Background: an optimization exercise with open tools, aiming at small area. Do not read the settings as production practice. RTL that was checked went through simulation tests only; none was proved equivalent to the original. Power and IR drop assume default switching activity.

Setup of the baseline:
Design miniCPU, start of the top module:
module miniCPU (
    input [17:0] switches,
    input ligar,
    input enviar,
    input clk,
    input rst_n,
    output [7:0] LCD_DATA,
    output LCD_RS,
    output LCD_RW,
    output LCD_EN,
    output LCD_ON,
    output LCD_BLON
);
    wire [2:0] opcode = switches[17:15];
    wire [3:0] reg_dest = switches[14:11];
    wire [3:0] reg_input1 = switches[10:7];
    wire [3:0] reg_input2 = switches[6:3];
    wire signal = switches[6];
    wire [15:0] imm_ones = {{10{signal}}, switches[5:0] ^ {6{signal}}};
    localparam [2:0] LOAD = 3'b000, ADD = 3'b001, ADDI = 3'b010, SUB = 3'b011,
                     SUBI = 3'b100, MUL = 3'b101, CLEAR = 3'b110, DISPLAY = 3'b111;
    localparam [2:0] IDLE = 3'b000, EXECUTE = 3'b001, WRITE = 3'b010, WAIT_MORE = 3'b011,
                     W1_NONE = 3'b100, W1_WRITE = 3'b101, W1_CLEAR = 3'b110;
    localparam [1:0] SEL_ADD = 2'b00, SEL_SUB = 2'b01, SEL_MUL = 2'b10, SEL_PASS = 2'b11;
    reg [2:0] state;
    wire lcd_start_signal = state[2];
    wire write_enable = state[2] & state[0];
  ...
For scale: roughly 1300 cells after synthesis, roughly 35 I/O pins, ~0.014 mm² of cells after synthesis.
export LEC_CHECK = 0
export ABC_AREA = 1
export CAP_MARGIN = 20
export CORE_MARGIN = 2
export CORE_UTILIZATION = 55
export SLEW_MARGIN = 20
create_clock -name core_clock -period 20.0 [get_ports {clk}]
standard.sh (not shown) runs the stock make flow with config.mk's settings and CLKGATE_MAP_FILE= SYNTH_SCRIPT=/design/flow/synth_recipe.tcl, a recipe that flattens the netlist after the stock synthesis.
==> flow/flow/run.sh <==
#!/bin/bash
# Standard synthesis, then a stronger ABC area pass over the combinational
# logic only (flip-flops, adders and tie cells are kept as they are, with
# their names), then the standard layout from that netlist with the extra
# make settings in flow/params.sh (clock-tree and port-buffer options).
set -euo pipefail
WORK=$(pwd)
R=$WORK/orfs/results/${FLOW_PLATFORM}/miniCPU/base
LIB=$FLOW_HOME/platforms/${FLOW_PLATFORM}/lib/sky130_fd_sc_hd__tt_025C_1v80.lib
source "$WORK/flow/params.sh"

bash standard.sh synth > synth_standard.log 2>&1
cp "$R/1_2_yosys.v" "$WORK/1_2_yosys.standard.v"

DU=$(sed -n '/DONT_USE_CELLS/,/^$/p' "$FLOW_HOME/platforms/${FLOW_PLATFORM}/config.mk" | tr -d '\\' \
     | grep -o 'sky130_fd_sc_hd__[a-z0-9_]*' | sed 's/^/-dont_use /' | tr '\n' ' ')
cp "$WORK/flow/reopt.abc" "$WORK/reopt.abc"
cat > "$WORK/reopt.ys" <<EOY
read_liberty -wb -ignore_miss_func $LIB
read_verilog $WORK/1_2_yosys.standard.v
hierarchy -top $FLOW_TOP
blackbox =sky130_fd_sc_hd__*df* =sky130_fd_sc_hd__fa_* =sky130_fd_sc_hd__ha_* =sky130_fd_sc_hd__conb_*
flatten -wb
opt_clean
abc -liberty $LIB $DU -script $WORK/reopt.abc
opt_clean -purge
read_liberty -lib -overwrite $LIB
hierarchy -top $FLOW_TOP
splitnets
opt_clean -purge
hilomap -singleton -hicell sky130_fd_sc_hd__conb_1 HI -locell sky130_fd_sc_hd__conb_1 LO
insbuf -buf sky130_fd_sc_hd__buf_4 A X
opt_clean -purge
check -assert -mapped
stat -liberty $LIB
write_verilog -noattr -nohex -nodec $WORK/1_2_yosys.reopt.v
EOY
yosys -s "$WORK/reopt.ys" > reopt.log 2>&1
cp "$WORK/1_2_yosys.reopt.v" "$R/1_2_yosys.v"
rm -f "$R/1_synth.odb" "$R/1_synth.sdc"
bash standard.sh "${LAYOUT_VARS[@]}" finish > layout.log 2>&1
==> flow/flow/params.sh <==
# extra make settings for the layout steps
LAYOUT_VARS=(
  "CTS_ARGS=-sink_clustering_enable -repair_clock_nets -dont_use_dummy_load -sink_clustering_size 30 -sink_clustering_max_diameter 100"
  "BUFFER_PORTS_ARGS=-buffer_cell sky130_fd_sc_hd__buf_1"
)
==> flow/flow/reopt.abc <==
strash;&get -n;&deepsyn -T 60;&put;&get -n;&dch -f;&nf -R 1000;&put
The inputs of the candidate differ from those of the baseline as listed below.
- CAP_MARGIN changed from 20 to 0
- SLEW_MARGIN changed from 20 to 0
- CORE_UTILIZATION changed from 55 to 65
==> flow/flow/params.sh <==
# extra make settings for the layout steps
LAYOUT_VARS=(
  "CTS_ARGS=-sink_clustering_enable -repair_clock_nets -dont_use_dummy_load -sink_clustering_size 24 -sink_clustering_max_diameter 80"
  "BUFFER_PORTS_ARGS=-buffer_cell sky130_fd_sc_hd__buf_1"
)
[summary]
Re final antenna-violating net count: no difference whatsoever between the baseline and the candidate.
Cmp the candidate and the baseline / standby leakage power / lower: the baseline
Compared with the baseline, the candidate is hungrier on power.
Function was not checked in any run of this note: the RTL went through the layout flow alone.


miniCPU, a different RTL version from the one above (not shown whole).
Size: ~1300 cells after synthesis, about 35 I/O pins, roughly 14000 sq um of cells after synthesis.
export LEC_CHECK = 0
export ABC_AREA = 1
export CAP_MARGIN = 20
export CORE_MARGIN = 2
export CORE_UTILIZATION = 55
export SLEW_MARGIN = 20
create_clock -name core_clock -period 20.0 [get_ports {clk}]
==> flow/flow/run.sh <==
#!/bin/bash
# Standard synthesis, then a stronger ABC area pass over the combinational
# logic only (flip-flops, adders and tie cells are kept as they are, with
# their names), then the standard layout from that netlist with the extra
# make settings in flow/params.sh (clock-tree and port-buffer options).
set -euo pipefail
WORK=$(pwd)
R=$WORK/orfs/results/${FLOW_PLATFORM}/miniCPU/base
LIB=$FLOW_HOME/platforms/${FLOW_PLATFORM}/lib/sky130_fd_sc_hd__tt_025C_1v80.lib
source "$WORK/flow/params.sh"

bash standard.sh synth > synth_standard.log 2>&1
cp "$R/1_2_yosys.v" "$WORK/1_2_yosys.standard.v"

DU=$(sed -n '/DONT_USE_CELLS/,/^$/p' "$FLOW_HOME/platforms/${FLOW_PLATFORM}/config.mk" | tr -d '\\' \
     | grep -o 'sky130_fd_sc_hd__[a-z0-9_]*' | sed 's/^/-dont_use /' | tr '\n' ' ')
cp "$WORK/flow/reopt.abc" "$WORK/reopt.abc"
cat > "$WORK/reopt.ys" <<EOY
read_liberty -wb -ignore_miss_func $LIB
read_verilog $WORK/1_2_yosys.standard.v
hierarchy -top $FLOW_TOP
blackbox =sky130_fd_sc_hd__*df* =sky130_fd_sc_hd__fa_* =sky130_fd_sc_hd__ha_* =sky130_fd_sc_hd__conb_*
flatten -wb
opt_clean
abc -liberty $LIB $DU -script $WORK/reopt.abc
opt_clean -purge
read_liberty -lib -overwrite $LIB
hierarchy -top $FLOW_TOP
splitnets
opt_clean -purge
hilomap -singleton -hicell sky130_fd_sc_hd__conb_1 HI -locell sky130_fd_sc_hd__conb_1 LO
insbuf -buf sky130_fd_sc_hd__buf_1 A X
opt_clean -purge
check -assert -mapped
stat -liberty $LIB
write_verilog -noattr -nohex -nodec $WORK/1_2_yosys.reopt.v
EOY
yosys -s "$WORK/reopt.ys" > reopt.log 2>&1
cp "$WORK/1_2_yosys.reopt.v" "$R/1_2_yosys.v"
rm -f "$R/1_synth.odb" "$R/1_synth.sdc"
bash standard.sh "${LAYOUT_VARS[@]}" finish > layout.log 2>&1
==> flow/flow/params.sh <==
# extra make settings for the layout steps
LAYOUT_VARS=(
  "CTS_ARGS=-sink_clustering_enable -repair_clock_nets -dont_use_dummy_load -sink_clustering_size 28 -sink_clustering_max_diameter 100"
  "BUFFER_PORTS_ARGS=-buffer_cell sky130_fd_sc_hd__buf_2"
)
Scripts as last shown in full above: flow/flow/reopt.abc
The starting point passed the timing, DRC and antenna checks.
==> next run, changes <==
==> flow/flow/params.sh (replaced) <==
# extra make settings for the layout steps
LAYOUT_VARS=(
  "CTS_ARGS=-sink_clustering_enable -repair_clock_nets -dont_use_dummy_load -sink_clustering_size 28 -sink_clustering_max_diameter 100"
  "BUFFER_PORTS_ARGS=-buffer_cell sky130_fd_sc_hd__buf_1"
)
After rerunning: The new run completed with no timing, DRC or antenna violations; total power came out lower by about 0.9%; setup slack loses 96 ps; via count came out higher by 0.71%; combinational power is about the same; non-clock buffer count came out lower by 1.

## static timing again, ports no longer ideal
Ports are ideal in the flow. The routed layouts listed here were re-timed in OpenROAD.
Step 1 assumes that a clkbuf_16 drives the clock port and a buf_2 every other input.
Step 2 adds t to the input delays and takes it off the output delays; t is the mean of the earliest and latest rising clock arrival at the registers after step 1. Input paths then give back, and output paths get back, about the clock's delay inside the block.
a / b / c = ideal / step 1 / step 2; a / b = the first two.
run	t (ns)	setup WS [ns]	worst slew at a driven data input, ns	cell pins on the clock port's net
the baseline	0.534	4.973 / 4.992 / 4.457	0.04	1
the candidate	0.548	5.174 / 5.201 / 4.652	0.06	1
the first run of note 2	0.554	5.417 / 5.450 / 4.895	0.06	1
the second run of note 2	0.536	5.320 / 5.348 / 4.811	0.03	1
After both steps setup and hold are still met in every run listed.
